This design comes from an exercise in tuning for small area, a short achievable clock period and few clock cycles per item on the open sky130 flow, not from production work. In this exercise RTL edits were held to simulation tests only and were not proved equivalent to the original. Power and IR drop assume default switching activity.

// booth_multiplier
module booth_multiplier #(
  parameter MUL_WIDTH = 32
) (
  input                        clk,
  input                        rst_n,
  input                        start,
  input                        sign,
  input      [  MUL_WIDTH-1:0] data_in1,
  input      [  MUL_WIDTH-1:0] data_in2,
  output     [2*MUL_WIDTH-1:0] data_out,
  output reg                   ready
);
Size in the first run: about 1900 cells after synthesis, roughly 130 I/O pins, ~21000 um^2 of cells after synthesis.
export LEC_CHECK = 0
export CAP_MARGIN = 5
export CORE_MARGIN = 2
export CORE_UTILIZATION = 55
export SETUP_SLACK_MARGIN = 0.6
export SLEW_MARGIN = 5
create_clock -name core_clock -period 5.0 [get_ports {clk}]
standard.sh (not shown) runs the stock make flow with config.mk's settings and CLKGATE_MAP_FILE= SYNTH_SCRIPT=/design/flow/synth_recipe.tcl, a recipe that flattens the netlist after the stock synthesis.
==> flow/flow/run.sh <==
#!/bin/bash
# Own layout flow: the standard layout (standard.sh) with two changes.
#  1. Synthesis: Yosys's synth is also given -noabc, which drops the generic
#     "abc -fast" pass that runs before ORFS's full-adder extraction, so
#     extract_fa sees the design's full adders as written and maps them
#     without polarity inverters around the adder cells.  fsm and share are
#     still skipped, the design is flattened and renamed the same way, and ABC
#     still maps the remaining logic after adder extraction.
#  2. Port buffers: every input and output port still gets a buffer, but a
#     plain sky130_fd_sc_hd__buf_2 instead of the slow clkdlybuf4s50_1 that
#     buffer_ports picks by default.
# Each tool's output goes to flow.log here and to ORFS's own logs under orfs/logs.
set -euo pipefail
sed 's/yosys synth -nofsm -noshare /yosys synth -nofsm -noshare -noabc /' synth_recipe.tcl > own_synth.tcl
grep -q -- '-noabc' own_synth.tcl
sed -e 's#synth_recipe\.tcl#own_synth.tcl#g' \
    -e "s#CLKGATE_MAP_FILE= #CLKGATE_MAP_FILE= 'BUFFER_PORTS_ARGS=-buffer_cell sky130_fd_sc_hd__buf_2' #" \
    standard.sh > own_standard.sh
grep -q 'own_synth\.tcl' own_standard.sh
grep -q 'BUFFER_PORTS_ARGS' own_standard.sh
bash own_standard.sh > flow.log 2>&1
The baseline completed without violations.
Testbench counts at the start, summed over its fixed seeds: cycles 6,408, items 3,200.
Then changed:
CAP_MARGIN = 20   (was 5)
SETUP_SLACK_MARGIN = 0.7   (was 0.6)
SLEW_MARGIN = 20   (was 5)
Routed wire length rises by 0.62%. Non-clock buffer count rises by 6. Clock power stays flat. Die area is unchanged. Cell count barely changes.
Then changed:
CORE_UTILIZATION = 70   (was 55)
SETUP_SLACK_MARGIN = 0.6   (was 0.7)
=>
- cell count falls by 5.5%
- worst setup slack gets worse by 110 ps
- combinational power is about the same
- sequential power stays flat
- synthesized cell count stays the same
- area after synthesis stays the same
- global-route usage rises by 6.9 points

* * *

== the previous run ==
Starting RTL as in the previous note.
==> flow/config.mk <==
export PLATFORM = sky130hd
export DESIGN_NAME = booth_multiplier
export DESIGN_NICKNAME = booth_multiplier
export VERILOG_FILES = /design/flow/design.v
export SDC_FILE = /design/flow/constraint.sdc
export NUM_CORES = 4
export LEC_CHECK = 0
export CAP_MARGIN = 20
export CORE_MARGIN = 2
export CORE_UTILIZATION = 40
export SETUP_SLACK_MARGIN = 0.9
export SLEW_MARGIN = 20
==> flow/constraint.sdc <==
create_clock -name core_clock -period 5.0 [get_ports {clk}]
set_input_delay 1.0000 -clock core_clock [delete_from_list [all_inputs] [get_ports {clk}]]
set_output_delay 1.0000 -clock core_clock [all_outputs]
set_load 0.01 [all_outputs]
Scripts as last shown in full above: flow/flow/run.sh
The previous run has completed all stages; timing, DRC and antenna checks passed.
Testbench counts of the previous run, summed over its fixed seeds: cycles 6,408, items 3,200.
### the previous run -> the current run
--- a/flow/config.mk
+++ b/flow/config.mk
@@ -9,4 +9,4 @@
 export CORE_MARGIN = 2
-export CORE_UTILIZATION = 40
-export SETUP_SLACK_MARGIN = 0.9
+export CORE_UTILIZATION = 55
+export SETUP_SLACK_MARGIN = 0.5
 export SLEW_MARGIN = 20
==> results.txt <==
Final cell count (lower): the current run
Between the current run and the previous run, part of the total power dissipated in sequential elements is lower for the previous run, the current run comes in above that.
Summary of the comparison: final clock period utilization by the worst path is lower in the current run, relative to the previous run.
The current run improves on the previous run in global-route wire length before repair.
Diff the previous run..the current run | total I/O pin count | unchanged

==> re-timing with driven ports <==
The results above use ideal ports. As a check the final layouts listed here were re-extracted and re-timed, cells and wires unchanged.
Step 1 sets driving cells, clkbuf_16 on the clock port and buf_2 on the other inputs (assumed; they add their load-dependent delay and slew).
Step 2 moves the port delays by t, midway between the first and last clock arrival at a register: inputs arrive t later, outputs are due t later. That takes back most of the time a late clock gives input paths.
Slacks: no drivers / after step 1 / after step 2; pairs: no drivers / after step 1.
run	shift t [ns]	slack for setup (ns)	worst setup path at the end
the first run of note 1	0.520	0.676 / 0.619 / 0.193	input to register
the second run of note 1	0.530	0.672 / 0.614 / 0.232	input to register
the third run of note 1	0.507	0.561 / 0.561 / 0.099	input to register
the previous run	0.560	0.563 / 0.505 / 0.121	input to register
the current run	0.520	0.610 / 0.562 / 0.171	input to register
After both steps setup and hold are still met in every run listed. For the first run of note 1, which loses most, drivers alone change the setup slack by -0.057 ns; drivers and shift together by -0.483 ns.
